This design comes from an exercise in tuning for small area and a short achievable clock period on the open sky130 flow, not from production work. Only simulation tests tie the RTL to the original design; equivalence was not proved. Power and IR drop assume default switching activity. No driver is modelled on the clock port, so clocking that relies on it looks cheaper here than on a real chip.

===== flow/design.v =====
module SPImem(din, rx_valid, clk, rst_n, dout, tx_valid);
	input rx_valid, clk, rst_n;
	input [9:0] din;
	output [7:0] dout;
	output reg tx_valid;
	reg [7:0] addr;
	reg sent;
	reg [7:0] data;       
	reg dpol;             
	reg wpend;            
	reg [3:0] cnt;        
	reg hit;              
	reg ins, keep_n;      
	reg [7:0] dec_hi;     
	reg [3:0] dec_lo;     
	reg [7:0] tcap;       
	reg tpol;             
	reg capn;             
	reg [2047:0] ring;    
	wire lap = cnt[3];
	wire [255:0] tap = ring[2047:1792];
	wire wr = rx_valid && din[9:8] == 2'b01;
	wire ld = rx_valid && !din[8];
	wire hit_next = cnt[2:0] + 3'd1 == addr[2:0];
	wire wpend_next = wr || (wpend && !ins);
	wire [7:0] wdata = data ^ {8{lap}};    
	assign dout = data ^ {8{dpol}};
	reg [255:0] first;
	reg [7:0] tapbyte;
	reg sel, keep;
	integer r, g, k;
	reg [7:0] grp;
	always @(*) begin
		tapbyte = 8'd0;
		for (g = 0; g < 8; g = g + 1) begin
			grp = 8'd0;
			for (k = 0; k < 4; k = k + 1)
				grp = grp | (tap[(g*4+k)*8 +: 8] & {8{dec_lo[k]}});
			tapbyte = tapbyte | (grp & {8{dec_hi[g]}});
		end
		for (r = 0; r < 32; r = r + 1) begin
			sel = ins && dec_hi[r/4] && dec_lo[r%4];
			keep = keep_n || !(dec_hi[r/4] && dec_lo[r%4]);
			first[r*8 +: 8] = ~((tap[r*8 +: 8] | {8{sel}}) & (wdata | {8{keep}}));
		end
	end
	always @(posedge clk) begin
		ring <= {ring[1791:0], first};
		cnt <= cnt + 4'd1;
		hit <= hit_next;
		dec_hi <= 8'd1 << addr[7:5];
		dec_lo <= 4'd1 << addr[4:3];
		ins <= hit_next && wpend_next;
		keep_n <= !(hit_next && wpend_next);
		wpend <= wpend_next;
		if (ld)
			addr <= din[7:0];
		tcap <= tapbyte;
		tpol <= lap;
		capn <= hit && !wpend && !wr;
		if (wr) begin
			data <= din[7:0];
			dpol <= 1'b0;
		end
		else if (capn) begin
			data <= tcap;
			dpol <= tpol;
		end
	end
	always @(posedge clk or negedge rst_n) begin
		if (~rst_n) begin
			tx_valid <= 0;
			sent <= 0;
		end
		else if (rx_valid && din[9:8] != 2'b11) begin
			tx_valid <= 0;
			if (din[9:8] != 2'b01)
				sent <= ~din[9];
		end
		else if (rx_valid && din[9:8] == 2'b11 && sent == 0) begin
			tx_valid <= 1;
			sent <= 1;
		end
		else begin
			tx_valid <= 0;
		end
	end
endmodule
module SPIslav(MOSI, MISO, SS_n, clk, rst_n, rx_data, rx_valid, tx_data, tx_valid);
	parameter IDLE=3'b000, CHK_CMD=3'b001, WRITE=3'b010, READ_ADD=3'b011, READ_DATA=3'b100;
	input MOSI, SS_n, tx_valid, clk, rst_n;
	output reg MISO, rx_valid;
	input [7:0] tx_data;
	output [9:0] rx_data;    
	reg [2:0] cs;
	reg readflag;
	reg [3:0] counter;
	reg [9:0] sr;            
	wire last = counter == 4'd9;
	assign rx_data = sr;
	always @(posedge clk) begin
		if (~SS_n) begin
			if ((cs == WRITE || cs == READ_ADD || (cs == READ_DATA && readflag)))
				sr <= {sr[8:0], MOSI};
			else if (cs == READ_DATA && !readflag && !last) begin
				if (tx_valid)
					sr[8:1] <= tx_data;
				else
					sr[7:2] <= sr[6:1];
			end
		end
	end
	always @(posedge clk or negedge rst_n) begin
		if (~rst_n) begin
			MISO <= 0;
			counter <= 0;
			readflag <= 0;
			rx_valid <= 0;
			cs <= IDLE;
		end
		else if (SS_n) begin
			cs <= IDLE;
			rx_valid <= 0;
			MISO <= 0;
			counter <= 0;
		end
		else begin
			case (cs)
				IDLE: begin
					cs <= CHK_CMD;
					rx_valid <= 0;
					MISO <= 0;
				end
				CHK_CMD: begin
					cs <= !MOSI ? WRITE : !readflag ? READ_ADD : READ_DATA;
					rx_valid <= 0;
					MISO <= 0;
				end
				WRITE, READ_ADD: begin
					counter <= last ? 4'd0 : counter + 4'd1;
					rx_valid <= last;
					MISO <= 0;
					if (last && cs == READ_ADD)
						readflag <= 1;
				end
				READ_DATA: begin
					if (readflag) begin
						if (!last)
							counter <= counter + 4'd1;
						else
							readflag <= 0;
						rx_valid <= last;
						MISO <= 0;
					end
					else begin
						rx_valid <= 0;
						if (last)
							counter <= 0;
						else if (tx_valid)
							MISO <= tx_data[7];
						else
							MISO <= sr[7];
					end
				end
				default: begin
					cs <= IDLE;
					rx_valid <= 0;
					MISO <= 0;
					counter <= 0;
				end
			endcase
		end
	end
endmodule
module SPIwrap(MOSI, SCK, SS_n, rst_n, MISO);
	input MOSI, SCK, SS_n, rst_n;
	output MISO;
	wire rx_valid, tx_valid;
	wire [7:0] tx_data;
	wire [9:0] rx_data;
	SPImem SPImem1(rx_data, rx_valid, SCK, rst_n, tx_data, tx_valid);
	SPIslav SPIslav1(MOSI, MISO, SS_n, SCK, rst_n, rx_data, rx_valid, tx_data, tx_valid);
endmodule

===== flow/flow/run.sh =====
#!/bin/bash
# The standard layout, with clock tree synthesis told to cluster up to 32
# flip-flops within 100 um under each clkbuf_16 and to add no dummy loads.
set -euo pipefail
CTS="-sink_clustering_enable -repair_clock_nets -sink_clustering_size 32 -sink_clustering_max_diameter 100 -buf_list sky130_fd_sc_hd__clkbuf_16 -dont_use_dummy_load"
bash standard.sh "CTS_ARGS=$CTS" finish > flow_make.log 2>&1

===== flow/standard.sh =====
#!/bin/bash
# synth_recipe.tcl (not shown) runs the flow's synth.tcl, then flattens the netlist and writes it again
# the make line also repeats each setting of config.mk as NAME=value (left out here)
make -C /OpenROAD-flow-scripts/flow DESIGN_CONFIG=/design/flow/config.mk WORK_HOME=/design/flow/orfs CLKGATE_MAP_FILE= SYNTH_SCRIPT=/design/flow/synth_recipe.tcl "${@:-finish}"

===== flow/config.mk =====
export PLATFORM = sky130hd
export DESIGN_NAME = SPIwrap
export DESIGN_NICKNAME = SPIwrap
export VERILOG_FILES = /design/flow/design.v
export SDC_FILE = /design/flow/constraint.sdc
export NUM_CORES = 4
export LEC_CHECK = 0
export CAP_MARGIN = 20
export CORE_MARGIN = 2
export CORE_UTILIZATION = 60
export SETUP_SLACK_MARGIN = 3.6
export SLEW_MARGIN = 20
export SYNTH_MEMORY_MAX_BITS = 4096

===== flow/constraint.sdc =====
create_clock -name core_clock -period 6.0 [get_ports {SCK}]
set_input_delay 1.2000 -clock core_clock [delete_from_list [all_inputs] [get_ports {SCK}]]
set_output_delay 1.2000 -clock core_clock [all_outputs]
set_load 0.01 [all_outputs]

==> run summary <==
Worst setup path:
- Broken down by cell family, the worst path's largest delay share belongs to flip-flops.
- On the critical path, the stage with the largest delay is an instance of dfrtp_1.
- On the worst path, the slowest cell contributes a delay of around 0.4 ns.
- The worst-path maximum fanout is 2.
- Data on the critical path is required at its endpoint by between 4 and 5 ns.
- The signal on the critical path passes through clkbuf_2.
- The kind of end point of the critical path is an output port.
- Together, buffers and inverters on the worst path number 1.
- The arrival time of the worst setup path is between 1 and 1.5 ns.
- The startpoint class of the critical path is a register.
- The critical path is of the register to output port type.

Global route:
- For this run the aggregate overflow at the end of global routing stands at 0.
- The wire length of the first global-routing pass is ~120000 µm.
- The number of antenna violations at the first check in global routing is 1.
- The overall fraction of global-route tracks in use is 19.98%.
- Entering global routing, the biggest net connects 39 pins.
- The number of global-route vias before repair is about 20000.

Logic synthesis:
- Synthesis produced around 2900 cells.
- The total number of yosys warnings is 2.
- In this run, synthesis inferred 26 flip-flops with an integrated enable.
- The most used flip-flop cell after synthesis is dfxtp_1.
- When the netlist entered floorplanning its net count stood at between 2000 and 3000.
- The average instance in the mapped netlist occupies 16.28 µm².
- The proportion of synthesized chip area in sequential cells is 89.64%.
- The share of synthesized registers carrying an async set or reset is 0.5668%.
- dfxtp_1 takes more of the synthesized area than any other cell.
- The number of library cell types mapped by synthesis is slightly below 50.
- The area fraction of the dominant cell type after synthesis is between 80% and 90%.
- After synthesis the netlist holds a flip-flop and latch count of roughly 2100.
- After synthesis, the cell types taking the most area are dfxtp_1 87%, o22ai_1 3.4%, a22oi_1 2.5%.
- The mapped netlist covers roughly 0.048 mm².

Die:
- The die outline height is ~290 µm.
- The floorplan has roughly 100 rows.
- The chip width is 285.8 µm.
- The core area is between 0.07 and 0.08 mm².
- The overall die area is around 0.08 mm².
- The number of top-level pins is 5.
- Once the floorplan was initialized, standard cells occupied between 60% and 70% of the core.

Clock tree:
- The buffer levels on the longest clock path is 3.
- The clock insertion delay at the later pin of the skew report is 0.66 ns.
- The clock sink total is 2117.
- After clock tree synthesis, the clock-pin slew on the worst setup and hold paths is 0.11 ns.
- TritonCTS built the clock tree.
- Hold repair after CTS inserted 0 buffers.
- Buffers inserted during clock tree synthesis total between 70 and 80.
- The H-tree level count is 3.
- The tree is rooted in a clkbuf_16.

Layout:
- The fraction of layout instances using a drive strength above 1 is about 4.4%.
- The area of the multi-input gates is about 0.0046 mm².
- The layout-stage area growth over the synthesis result is 6.438%.
- The count of fill cells added during filler insertion is between 5000 and 6000.
- The final layout net count is between 2000 and 3000.
- In the final layout, flip-flops and latches occupy around 0.043 mm².
- The commonest non-fill, non-tap cell in the layout is dfxtp_1.
- The top cell types in the final layout, fill and taps aside, are 2074 x dfxtp_1, 256 x o22ai_1, 158 x a22oi_1, 125 x nand2_1, 76 x clkbuf_16.
- The post-route core utilization is about 64%.

STA:
- The worst path uses roughly two fifths of the clock period.
- The number of max-slew violations in the final report is 0.
- Setup violations remaining at the end of the flow were counted as 0.
- The minimum clock period is approximately 2.3 ns.
- The setup total negative slack is 0 ns.
- For this run, the top clock speed supported by timing is between 0.4 and 0.5 GHz.
- The worst clock skew is between 0.06 and 0.07 ns.
- Setup repair after global routing left no endpoint under its margin.
- The transition time at the pin with the least slew margin is 1.214 ns.
- The number of hold violations in the final report came to 0.
- The tightest hold path in the finished design has a slack of about 0.26 ns.
- The headroom to the max-slew limit is a little under a fifth.

Run:
- The tool flagged a number of max-cap violations equal to 0.

Power and ir drop:
- The power density over the cells is approximately 400 mW/mm².
- In this run the static leakage power is 19.95 nW.
- The maximum VDD drop is 0.2957 mV.

Route:
- The number of vias per cell is between 5 and 6.
- In this run the remaining antenna-violating nets after routing total 0.
- The final wirelength is around 80000 µm.
- For this run, the detailed router's first-pass iteration total came to 5.
- After detailed routing, the average wire length per cell comes to 20.36 µm.
- The via count is between 20000 and 25000.
- The first routing iteration left ~1500 violations.
- The DRC violations left is 0.

Placement:
- The HPWL reported at the end of detailed placement is 48290 µm.
- During placement, the flow inserted port buffers numbering 4.
- The final weighted congestion in routability-driven placement is 0.8137.

Run status:
- The flow ran to the end and the layout has no timing, DRC or antenna violations.

Hold path:
- The worst hold path belongs to the class register to register.
[worst paths after layout]
check	startpoint	end	slack, ns	cells past startpoint
worst max-delay path	SPIslav1.MISO	MISO	3.66	1
worst max register to register	SPImem1.dec_lo[0]	SPImem1.tcap[1]	3.66	5
worst min-delay path	SPImem1.ring[983]	SPImem1.ring[1239]	0.26	0
max in group asynchronous	rst_n	SPIslav1.rx_valid	4.66	1
worst min register to register	SPImem1.ring[983]	SPImem1.ring[1239]	0.26	0
min in group asynchronous	rst_n	SPIslav1.cs[1]	0.91	1
[kinds of logic (layout without fill, tap and decap cells)]
logic type / Yosys count / in the layout / synth area share (%)
flip-flops: 2117 / 2117 / 89.64
AO/OA/AOI/OAI: 437 / 437 / 6.170
other: 0 / 1 / 0
XOR/XNOR: 20 / 20 / 0.3992
multiplexers: 10 / 10 / 0.2758
AND/OR/NAND/NOR: 223 / 223 / 2.322
buffers and inverters: 116 / 105 / 1.119
adder cells (fa/ha/maj): 3 / 3 / 0.07880
[power breakdown]
part           internal, mW  total (mW)  switching [mW]
Combinational        0.0383      0.0859          0.0476
Clock                  2.30        6.06            3.76
Sequential             14.1        14.1          0.0338
[final cells by class]
cell class,instances,area share (%)
clock buffers,76,3.751
inverters,7,0.05182
multi-input cells,693,9.039
well taps,1050,2.591
flip-flops and latches,2117,84.23
diodes,1,0.004935
repair buffers,22,0.3356
[what timing repair did]
item / CTS / global route
gates resized for setup: 7 / 3
buffers inserted: 0 / 1
endpoints found under the setup margin: 204 / 2
[cells in the mapped netlist, types with 5 or more instances]
master	count
a21oi_1	7
a22oi_1	160
and3_1	35
buf_2	51
clkbuf_1	51
dfrtp_1	12
dfxtp_1	2079
edfxtp_1	26
inv_1	7
mux2_4	6
nand2_1	125
nand2b_1	5
nand4_1	8
nor2_1	10
nor2b_1	8
nor3b_1	7
o22ai_1	256
xor2_1	14
[metrics by stage]
step	setup WS, ns	total power [mW]	cells	instance area, µm²
global placement	3.003	14.55	3888	48760
CTS	3.462	20.44	3964	50690
floorplan	3.650	14.53	2926	47640
detailed placement	2.808	14.55	3888	48760
global route	3.612	20.96	3965	50700
finish	3.658	20.30	3966	50700
[flip-flops by register name (all words and copies together) (netlist names), 3 cells and up]
register          count
SPIslav1.sr          10
SPIslav1.counter      4
SPImem1.tcap          8
SPIslav1.cs           3
SPImem1.ring       2048
SPImem1.dec_hi        8
SPImem1.data          8
SPImem1.addr          8
SPImem1.cnt           4
SPImem1.dec_lo        4
[routing by layer]
metal | share of wire, % | up-vias | global-route usage [%]
li1 | - | 9709 | -
met1 | 51 | 9867 | 31.31
met2 | 42 | 398 | 28.60
met3 | 4.5 | 140 | 2.895
met4 | 2.8 | 2 | 6.584
met5 | 0.016 | - | 0

port drivers added, routing unchanged:
How much do the figures lean on ideal ports? The routed layout below was timed once more, with nothing changed but the port constraints. Step 1: set_driving_cell puts a clkbuf_16 on SCK and a buf_2 on each other input, an assumption about the parent block. Step 2, shift: input delay + t, output delay - t, t = (earliest + latest rising clock arrival at the registers) / 2. This alone moves slack from input paths to output paths. a / b / c = ideal ports / drivers / drivers and shift; a / b = the first two.
shift t [ns]: 0.697
slack for setup (ns): 3.658 / 3.591 / 3.041
worst hold slack (ns): 0.257 / 0.257 / 0.257
cell pins on the clock port's net: 1
After both steps this run still meets setup and hold. The setup slack of this run moves by -0.067 ns with the drivers and by -0.617 ns with both steps.
